This design comes from an exercise in tuning for small area on the open sky130 flow, not from production work.
Where RTL was checked, it was by simulation tests only, not by an equivalence proof against the original.
Power figures rest on the tool's default switching activity, not on a simulated workload.

==> zinc <==
==> flow/design.v (excerpt) <==
module pcie_irq
(
   input            Clk_i,
   input            Rstn_i,
   input            MsixStructSChipSelect_i,
   input   [13:0]   MsixStructSAddress_i,
   input   [3:0]    MsixStructSByteEnable_i,
   input            MsixStructSRead_i,
   output  [31:0]   MsixStructSReadData_o,
   input            MsixStructSWrite_i,
   input   [31:0]   MsixStructSWriteData_i,
   output           MsixStructSWaitRequest_o,
   output           MsixMWrite_o,
   output  [63:0]   MsixMAddress_o,
   output  [31:0]   MsixMWriteData_o,
   output  [3:0]    MsixMByteEnable_o,
   input            MsixMWaitRequest_i,
   input   [31:0]   Irq_i,
   input   [81:0]   MsiIntfc_i,
   input   [15:0]   MsixIntfc_i,
   output           IntxReq_o,
   input            IrqRead_i,
   output  [31:0]   IrqReadData_o,
  input    [31:0]   MaskWritedata_i,
  input             MaskRead_i,
  input             MaskWrite_i,
  input    [3:0]    MaskByteenable_i,
  output   [31:0]   MaskReaddata_o,
  output            MaskWaitrequest_o
);
reg  [31:0] ena_state;
wire [31:0] ena_d;
wire        mask_keep = ~MaskWrite_i;
genvar mb;
generate
  for (mb = 0; mb < 32; mb = mb + 1) begin : MASK_D
    pcie_irq_ao22 u_ao (.a1(MaskWritedata_i[mb]), .a2(MaskWrite_i),
                        .b1(ena_state[mb]), .b2(mask_keep), .y(ena_d[mb]));
  end
endgenerate
always @(posedge Clk_i or negedge Rstn_i)
  if (!Rstn_i)
  ...
Settings: LEC_CHECK=0, CAP_MARGIN=20, CORE_MARGIN=2, CORE_UTILIZATION=40, SLEW_MARGIN=20, SYNTH_HIERARCHICAL=1; clock period 10.0 ns.
standard.sh (not shown) runs the stock make flow with config.mk's settings and CLKGATE_MAP_FILE= SYNTH_SCRIPT=/design/flow/synth_recipe.tcl, a recipe that flattens the netlist after the stock synthesis.
==> flow/flow/run.sh <==
#!/bin/bash
set -euo pipefail
export BUFFER_PORTS_ARGS="-buffer_cell sky130_fd_sc_hd__buf_1"
export CTS_ARGS="-sink_clustering_enable -repair_clock_nets -sink_clustering_size 10 -sink_clustering_max_diameter 60 -buf_list sky130_fd_sc_hd__clkbuf_4 -dont_use_dummy_load"
bash standard.sh > standard_flow.log 2>&1
==> lagoon: changes against zinc <==
--- a/flow/design.v
+++ b/flow/design.v
@@ -44,23 +44,15 @@
   else
     ena_state <= ena_d;
 wire [31:0] irq_masked = Irq_i & ena_state;
 assign MaskReaddata_o    = ena_state;
 assign MaskWaitrequest_o = 1'b0;
 reg  [31:0] irq_readdata;
-wire [31:0] irq_readdata_d;
-wire        irq_read_n = ~IrqRead_i;
-genvar ib;
-generate
-  for (ib = 0; ib < 32; ib = ib + 1) begin : IRQRD_D
-    pcie_irq_ao32 u_ao (.a1(Irq_i[ib]), .a2(ena_state[ib]), .a3(IrqRead_i),
-                        .b1(irq_readdata[ib]), .b2(irq_read_n), .y(irq_readdata_d[ib]));
-  end
-endgenerate
 always @(posedge Clk_i)
-  irq_readdata <= irq_readdata_d;
+  if (IrqRead_i)
+    irq_readdata <= irq_masked;
 assign IrqReadData_o = irq_readdata;
 wire msix_enable   = MsixIntfc_i[15];
 wire msi_enable    = MsiIntfc_i[80];
 wire master_enable = MsiIntfc_i[81];
 wire msix_mode     =  msix_enable & ~msi_enable;
 wire msi_mode      = ~msix_enable &  msi_enable;
@@ -255,24 +247,24 @@
 endgenerate
 wire [10:0] aw_ring  = ring_of(aw);
 wire [10:0] hring    = aw_ring & {11{~a13}};
 wire        host_cap = host_rwin & (a13 | (at_tail(aw, ktail, t2) & ~|(put & aw_ring)
                                            & ~(aw_ring[10] & (hs == H_READ))));
 wire [31:0] tsel;
-wire [31:0] wbuf_dn;
-wire        wbuf_hold = ~(mem_we | host_cap);
+wire [31:0] wbuf_d;
+wire        mem_we_n = ~mem_we;
 genvar bb;
 generate
   for (bb = 0; bb < 32; bb = bb + 1) begin : WBUF_D
-    pcie_irq_aoi222 u_aoi (.a1(MsixStructSWriteData_i[bb]), .a2(mem_we),
-                           .b1(tsel[bb]), .b2(host_cap),
-                           .c1(wbuf[bb]), .c2(wbuf_hold), .y(wbuf_dn[bb]));
+    pcie_irq_ao22 u_ao (.a1(MsixStructSWriteData_i[bb]), .a2(mem_we),
+                        .b1(tsel[bb]), .b2(mem_we_n), .y(wbuf_d[bb]));
   end
 endgenerate
 always @(posedge Clk_i) begin
-  wbuf <= ~wbuf_dn;
+  if (mem_we | host_cap)
+    wbuf <= wbuf_d;
   if (mem_we)
     wbuf_a <= aw;
   wbuf_v <= wbuf_v_nx;
 end
 localparam G_IDLE  = 4'd0;
 localparam G_PIPE  = 4'd1;
@@ -465,27 +457,16 @@
 end
 always @(posedge Clk_i or negedge Rstn_i)
   if (!Rstn_i)
     ev <= 1'b0;
   else if (gen_cap)
     ev <= 1'b1;
-wire [2:0]  e_en = {(g_use && gi == 2'd2) || (dcap && di == 2'd2),
-                   (g_use && gi == 2'd1) || (dcap && di == 2'd1),
-                   (g_use && gi == 2'd0) || (dcap && di == 2'd0)};
-wire [2:0]  e_keep = ~e_en;
-wire [95:0] e_q = {e2, e1, e0};
-wire [95:0] e_d;
-genvar eb;
-generate
-  for (eb = 0; eb < 96; eb = eb + 1) begin : E_D
-    pcie_irq_ao22 u_ao (.a1(tsel[eb % 32]), .a2(e_en[eb / 32]),
-                        .b1(e_q[eb]), .b2(e_keep[eb / 32]), .y(e_d[eb]));
-  end
-endgenerate
 always @(posedge Clk_i) begin
-  {e2, e1, e0} <= e_d;
+  if ((g_use && gi == 2'd0) || (dcap && di == 2'd0)) e0 <= tsel;
+  if ((g_use && gi == 2'd1) || (dcap && di == 2'd1)) e1 <= tsel;
+  if ((g_use && gi == 2'd2) || (dcap && di == 2'd2)) e2 <= tsel;
   if (gen_cap && gi == 2'd3) vmask <= g_byp ? wbuf[0] : vm_tail;
 end
 assign MsixStructSReadData_o = {wbuf[31:4], a13 ? pba : wbuf[3:0]};
 assign MsixMWrite_o      = (gs == G_MSIX) | (gs == G_MSI);
 wire   sel_entry         = msix_mode & ev;
 wire   sel_msi           = ~msix_mode;
@@ -508,9 +489,6 @@
 module pcie_irq_nand4 (input a, b, c, d, output y);
   assign y = ~(a & b & c & d);
 endmodule
 module pcie_irq_ao22 (input a1, a2, b1, b2, output y);
   assign y = (a1 & a2) | (b1 & b2);
 endmodule
-module pcie_irq_ao32 (input a1, a2, a3, b1, b2, output y);
-  assign y = (a1 & a2 & a3) | (b1 & b2);
-endmodule
==> xenon: changes against zinc <==
--- a/flow/design.v
+++ b/flow/design.v
@@ -26,41 +26,24 @@
   input             MaskWrite_i,
   input    [3:0]    MaskByteenable_i,
   output   [31:0]   MaskReaddata_o,
   output            MaskWaitrequest_o
 );
 reg  [31:0] ena_state;
-wire [31:0] ena_d;
-wire        mask_keep = ~MaskWrite_i;
-genvar mb;
-generate
-  for (mb = 0; mb < 32; mb = mb + 1) begin : MASK_D
-    pcie_irq_ao22 u_ao (.a1(MaskWritedata_i[mb]), .a2(MaskWrite_i),
-                        .b1(ena_state[mb]), .b2(mask_keep), .y(ena_d[mb]));
-  end
-endgenerate
 always @(posedge Clk_i or negedge Rstn_i)
   if (!Rstn_i)
     ena_state <= 32'hF;
-  else
-    ena_state <= ena_d;
+  else if (MaskWrite_i)
+    ena_state <= MaskWritedata_i;
 wire [31:0] irq_masked = Irq_i & ena_state;
 assign MaskReaddata_o    = ena_state;
 assign MaskWaitrequest_o = 1'b0;
 reg  [31:0] irq_readdata;
-wire [31:0] irq_readdata_d;
-wire        irq_read_n = ~IrqRead_i;
-genvar ib;
-generate
-  for (ib = 0; ib < 32; ib = ib + 1) begin : IRQRD_D
-    pcie_irq_ao32 u_ao (.a1(Irq_i[ib]), .a2(ena_state[ib]), .a3(IrqRead_i),
-                        .b1(irq_readdata[ib]), .b2(irq_read_n), .y(irq_readdata_d[ib]));
-  end
-endgenerate
 always @(posedge Clk_i)
-  irq_readdata <= irq_readdata_d;
+  if (IrqRead_i)
+    irq_readdata <= irq_masked;
 assign IrqReadData_o = irq_readdata;
 wire msix_enable   = MsixIntfc_i[15];
 wire msi_enable    = MsiIntfc_i[80];
 wire master_enable = MsiIntfc_i[81];
 wire msix_mode     =  msix_enable & ~msi_enable;
 wire msi_mode      = ~msix_enable &  msi_enable;
@@ -220,59 +203,51 @@
       at_tail = |(k_of(a) & kt);
   end
 endfunction
 wire [10:0] wbuf_ring = ring_of(wbuf_a);
 wire        wbuf_put  = wbuf_v & at_tail(wbuf_a, ktail, t2);
 wire [10:0] put       = {11{wbuf_put}} & wbuf_ring;
-wire [10:0] keep      = ~put;
 wire        wbuf_v_nx = mem_we | (wbuf_v & ~wbuf_put);
-wire [32*11-1:0] heads;
-genvar r, hb;
+wire [4:0]  wbuf_a_nx = mem_we ? aw : wbuf_a;
+wire [2:0]  ktail_nx  = (t3 == 2'd0) ? 3'b010 :
+                        (t3 == 2'd1) ? 3'b001 : 3'b100;
+reg  [10:0] ring_keep;
+always @(posedge Clk_i)
+  ring_keep <= ~({11{wbuf_v_nx & at_tail(wbuf_a_nx, ktail_nx, ~t2)}} & ring_of(wbuf_a_nx));
+genvar r;
 generate
-  for (r = 0; r < 11; r = r + 1) begin : HEAD
-    for (hb = 0; hb < 32; hb = hb + 1) begin : B
-      pcie_irq_ao22 u_head (.a1(wbuf[hb]), .a2(put[r]),
-                            .b1(ring[(r == 10 ? 31 : 3*r+2)*32 + hb]), .b2(keep[r]),
-                            .y(heads[r*32 + hb]));
-    end
-  end
   for (r = 0; r < 10; r = r + 1) begin : RING3
     always @(posedge Clk_i) begin
-      ring[(3*r+0)*32 +: 32] <= heads[r*32 +: 32];
+      ring[(3*r+0)*32 +: 32] <= ({32{put[r]}} & wbuf) | ({32{ring_keep[r]}} & ring[(3*r+2)*32 +: 32]);
       ring[(3*r+1)*32 +: 32] <= ring[(3*r+0)*32 +: 32];
       ring[(3*r+2)*32 +: 32] <= ring[(3*r+1)*32 +: 32];
     end
   end
 endgenerate
 always @(posedge Clk_i) begin
-  ring[30*32 +: 32] <= heads[10*32 +: 32];
+  ring[30*32 +: 32] <= ({32{put[10]}} & wbuf) | ({32{ring_keep[10]}} & ring[31*32 +: 32]);
   ring[31*32 +: 32] <= ring[30*32 +: 32];
 end
 wire [32*11-1:0] tails;
 generate
   for (r = 0; r < 11; r = r + 1) begin : TAIL
     assign tails[r*32 +: 32] = ring[(r == 10 ? 31 : 3*r+2)*32 +: 32];
   end
 endgenerate
-wire [10:0] aw_ring  = ring_of(aw);
-wire [10:0] hring    = aw_ring & {11{~a13}};
-wire        host_cap = host_rwin & (a13 | (at_tail(aw, ktail, t2) & ~|(put & aw_ring)
-                                           & ~(aw_ring[10] & (hs == H_READ))));
-wire [31:0] tsel;
-wire [31:0] wbuf_dn;
-wire        wbuf_hold = ~(mem_we | host_cap);
-genvar bb;
-generate
-  for (bb = 0; bb < 32; bb = bb + 1) begin : WBUF_D
-    pcie_irq_aoi222 u_aoi (.a1(MsixStructSWriteData_i[bb]), .a2(mem_we),
-                           .b1(tsel[bb]), .b2(host_cap),
-                           .c1(wbuf[bb]), .c2(wbuf_hold), .y(wbuf_dn[bb]));
-  end
-endgenerate
+wire [10:0] hring    = ring_of(aw);
+wire        host_cap = host_rwin & at_tail(aw, ktail, t2) & ~(wbuf_v & (wbuf_a == aw));
+reg  [31:0] wbuf_d;
+integer q;
+always @* begin
+  wbuf_d = {32{mem_we}} & MsixStructSWriteData_i;
+  for (q = 0; q < 11; q = q + 1)
+    wbuf_d = wbuf_d | ({32{hring[q] & host_rwin}} & tails[q*32 +: 32]);
+end
 always @(posedge Clk_i) begin
-  wbuf <= ~wbuf_dn;
+  if (mem_we | host_cap)
+    wbuf <= wbuf_d;
   if (mem_we)
     wbuf_a <= aw;
   wbuf_v <= wbuf_v_nx;
 end
 localparam G_IDLE  = 4'd0;
 localparam G_PIPE  = 4'd1;
@@ -420,97 +395,30 @@
 wire [1:0]  gi     = gcap[3:2];
 wire [1:0]  gd     = gcap[1:0];
 wire [4:0]  gword  = {1'b0, arb_i, gi};
 wire [10:0] gring  = ring_of(gword);
 wire        g_old  = (gd == 2'd0) | ((gd == 2'd1) & ~land1) | ((gd == 2'd2) & ~land1 & ~land2);
 wire        g_byp  = wbuf_v & (wbuf_a == gword) & g_old;
-reg  [2:0]  dv;           
-reg  [1:0]  di;           
-wire        g_use  = gen_cap & (gi != 2'd3) & ~host_cap;
-wire        g_dfr  = gen_cap & (gi != 2'd3) &  host_cap;
-wire [4:0]  dword  = {1'b0, arb_i, di};
-wire        dcap   = dv[2];
-always @(posedge Clk_i) begin
-  dv <= {dv[1:0], g_dfr} & {3{~gen_idle}};
-  if (g_dfr)
-    di <= gi;
-end
-wire [10:0] tring = host_cap ? hring :
-                    dcap     ? ring_of(dword) :
-                    (g_use & ~g_byp) ? gring : 11'b0;
-wire        tbyp  = g_use & g_byp;
-wire [11:0] tsel_s = {tbyp, tring};
-wire [32*12-1:0] tsel_d = {wbuf, tails};
-genvar b;
-generate
-  for (b = 0; b < 32; b = b + 1) begin : TSEL
-    wire [3:0] part;
-    for (i = 0; i < 4; i = i + 1) begin : G
-      pcie_irq_aoi222 u_aoi (
-        .a1(tsel_d[(3*i+0)*32 + b]), .a2(tsel_s[3*i+0]),
-        .b1(tsel_d[(3*i+1)*32 + b]), .b2(tsel_s[3*i+1]),
-        .c1(tsel_d[(3*i+2)*32 + b]), .c2(tsel_s[3*i+2]),
-        .y(part[i]));
-    end
-    pcie_irq_nand4 u_or (.a(part[0]), .b(part[1]), .c(part[2]), .d(part[3]), .y(tsel[b]));
-  end
-endgenerate
-reg vm_tail;
+reg  [31:0] gen_word;
 always @* begin
-  case (arb_i)
-    2'd0:    vm_tail = tails[1*32];    
-    2'd1:    vm_tail = tails[2*32];    
-    2'd2:    vm_tail = tails[3*32];    
-    default: vm_tail = tails[5*32];    
-  endcase
+  gen_word = g_byp ? wbuf : 32'b0;
+  for (q = 0; q < 6; q = q + 1)
+    gen_word = gen_word | ({32{gring[q] & ~g_byp}} & tails[q*32 +: 32]);
 end
 always @(posedge Clk_i or negedge Rstn_i)
   if (!Rstn_i)
     ev <= 1'b0;
   else if (gen_cap)
     ev <= 1'b1;
-wire [2:0]  e_en = {(g_use && gi == 2'd2) || (dcap && di == 2'd2),
-                   (g_use && gi == 2'd1) || (dcap && di == 2'd1),
-                   (g_use && gi == 2'd0) || (dcap && di == 2'd0)};
-wire [2:0]  e_keep = ~e_en;
-wire [95:0] e_q = {e2, e1, e0};
-wire [95:0] e_d;
-genvar eb;
-generate
-  for (eb = 0; eb < 96; eb = eb + 1) begin : E_D
-    pcie_irq_ao22 u_ao (.a1(tsel[eb % 32]), .a2(e_en[eb / 32]),
-                        .b1(e_q[eb]), .b2(e_keep[eb / 32]), .y(e_d[eb]));
-  end
-endgenerate
 always @(posedge Clk_i) begin
-  {e2, e1, e0} <= e_d;
-  if (gen_cap && gi == 2'd3) vmask <= g_byp ? wbuf[0] : vm_tail;
+  if (gen_cap && gi == 2'd0) e0 <= gen_word;
+  if (gen_cap && gi == 2'd1) e1 <= gen_word;
+  if (gen_cap && gi == 2'd2) e2 <= gen_word;
+  if (gen_cap && gi == 2'd3) vmask <= gen_word[0];
 end
-assign MsixStructSReadData_o = {wbuf[31:4], a13 ? pba : wbuf[3:0]};
+assign MsixStructSReadData_o = a13 ? {28'b0, pba} : wbuf;
 assign MsixMWrite_o      = (gs == G_MSIX) | (gs == G_MSI);
 wire   sel_entry         = msix_mode & ev;
-wire   sel_msi           = ~msix_mode;
-wire [79:0] out_e        = {e2[15:0], e1, e0};
-wire [79:0] out_m;
-genvar ob;
-generate
-  for (ob = 0; ob < 80; ob = ob + 1) begin : OUT
-    pcie_irq_ao22 u_ao (.a1(out_e[ob]), .a2(sel_entry),
-                        .b1(MsiIntfc_i[ob]), .b2(sel_msi), .y(out_m[ob]));
-  end
-endgenerate
-assign MsixMAddress_o    = out_m[63:0];
-assign MsixMWriteData_o  = {e2[31:16] & {16{sel_entry}}, out_m[79:64]};
+assign MsixMAddress_o    = sel_entry ? {e1, e0} : msix_mode ? 64'b0 : MsiIntfc_i[63:0];
+assign MsixMWriteData_o  = sel_entry ? e2 : msix_mode ? 32'b0 : {16'b0, MsiIntfc_i[79:64]};
 assign MsixMByteEnable_o = {4{MsixMWrite_o}};
 endmodule
-module pcie_irq_aoi222 (input a1, a2, b1, b2, c1, c2, output y);
-  assign y = ~((a1 & a2) | (b1 & b2) | (c1 & c2));
-endmodule
-module pcie_irq_nand4 (input a, b, c, d, output y);
-  assign y = ~(a & b & c & d);
-endmodule
-module pcie_irq_ao22 (input a1, a2, b1, b2, output y);
-  assign y = (a1 & a2) | (b1 & b2);
-endmodule
-module pcie_irq_ao32 (input a1, a2, a3, b1, b2, output y);
-  assign y = (a1 & a2 & a3) | (b1 & b2);
-endmodule
- SYNTH_HIERARCHICAL: 1 -> not set
==> amber: changes against zinc <==
--- a/flow/design.v
+++ b/flow/design.v
@@ -419,13 +419,13 @@
 wire        gen_cap = gcap[4];
 wire [1:0]  gi     = gcap[3:2];
 wire [1:0]  gd     = gcap[1:0];
 wire [4:0]  gword  = {1'b0, arb_i, gi};
 wire [10:0] gring  = ring_of(gword);
 wire        g_old  = (gd == 2'd0) | ((gd == 2'd1) & ~land1) | ((gd == 2'd2) & ~land1 & ~land2);
-wire        g_byp  = wbuf_v & (wbuf_a == gword) & g_old;
+wire        g_byp  = |(put & gring) & g_old;
 reg  [2:0]  dv;           
 reg  [1:0]  di;           
 wire        g_use  = gen_cap & (gi != 2'd3) & ~host_cap;
 wire        g_dfr  = gen_cap & (gi != 2'd3) &  host_cap;
 wire [4:0]  dword  = {1'b0, arb_i, di};
 wire        dcap   = dv[2];
==> qor summary <==
                                                                            amber          lagoon            zinc           xenon
Status                                                               finished clean  finished clean  finished clean  finished clean
Global-route wire length before repair                                   158,000 um      154,000 um      161,000 um      170,000 um
Global routing usage on met1                                                  30.2%           28.1%           30.2%           30.5%
Max FO, Critical Path                                                            42              42              42              93
Sequential Power                                                            5670 uW         6210 uW         5690 uW         5690 uW
Slowest cell on the critical path                                          clkinv_2        clkinv_2        clkinv_2           buf_4
Max VDD drop                                                             0.000115 V      0.000143 V      0.000118 V      0.000145 V
Share of final-layout standard cells stronger than drive strength 1           8.07%           8.02%           8.08%           9.59%
Biggest cell delay along the critical path                                   680 ps          600 ps          620 ps          670 ps
Met1 wire length                                                          45,900 um       44,500 um       47,000 um       51,700 um
Share of final layout cell area taken by non-clock buffers                    4.38%           4.29%           4.42%           4.41%
Normalized max-slew margin                                                    22.6%           24.5%           20.9%           28.3%
Area taken by flip-flops and latches                                    26,100 um^2     27,700 um^2     26,100 um^2     27,800 um^2
Global-route total usage across every layer                                   22.3%           21.7%           22.6%           22.8%
Number of well-tap cells placed                                               1,176           1,186           1,176           1,287
Multi-Input Combinational                                                     1,172           1,067           1,176           1,484
Multi-input gate share of the layout cell area                                24.1%           21.4%           24.3%           24.9%
Floorplan die height                                                         306 um          308 um          306 um          319 um
Tightest Pin Transition                                                     1160 ps         1130 ps         1190 ps         1070 ps
Share of the clock period used by the worst path after layout                 63.2%           62.0%           62.3%           57.8%
Function not checked in lagoon: the RTL went through the layout flow alone.

[separate check: timing with driven ports]
How much do the figures lean on ideal ports? The routed layouts below were timed once more, with nothing changed but the port constraints. Step 1, drivers: a clkbuf_16 drives Clk_i and a buf_2 each remaining input, both assumed. Step 2 moves the port delays by t, midway between the first and last clock arrival at a register: inputs arrive t later, outputs are due t later. That takes back most of the time a late clock gives input paths. Slacks: no drivers / after step 1 / after step 2; pairs: no drivers / after step 1.
run | t (ns) | setup WS [ns] | latest minus earliest clock arrival (ns) | slew at the worst register clock pin (ns)
zinc | 1.085 | 3.767 / 3.725 / 3.725 | 0.117 / 0.117 | 0.11 / 0.11
lagoon | 1.029 | 3.799 / 3.767 / 3.767 | 0.128 / 0.128 | 0.11 / 0.11
xenon | 1.041 | 4.224 / 4.177 / 4.177 | 0.112 / 0.112 | 0.11 / 0.11
amber | 1.044 | 3.677 / 3.652 / 3.652 | 0.144 / 0.144 | 0.11 / 0.11
After both steps every run listed still meets setup and hold. The setup slack of xenon, which loses most, moves by -0.047 ns with the drivers and by -0.047 ns with both steps.
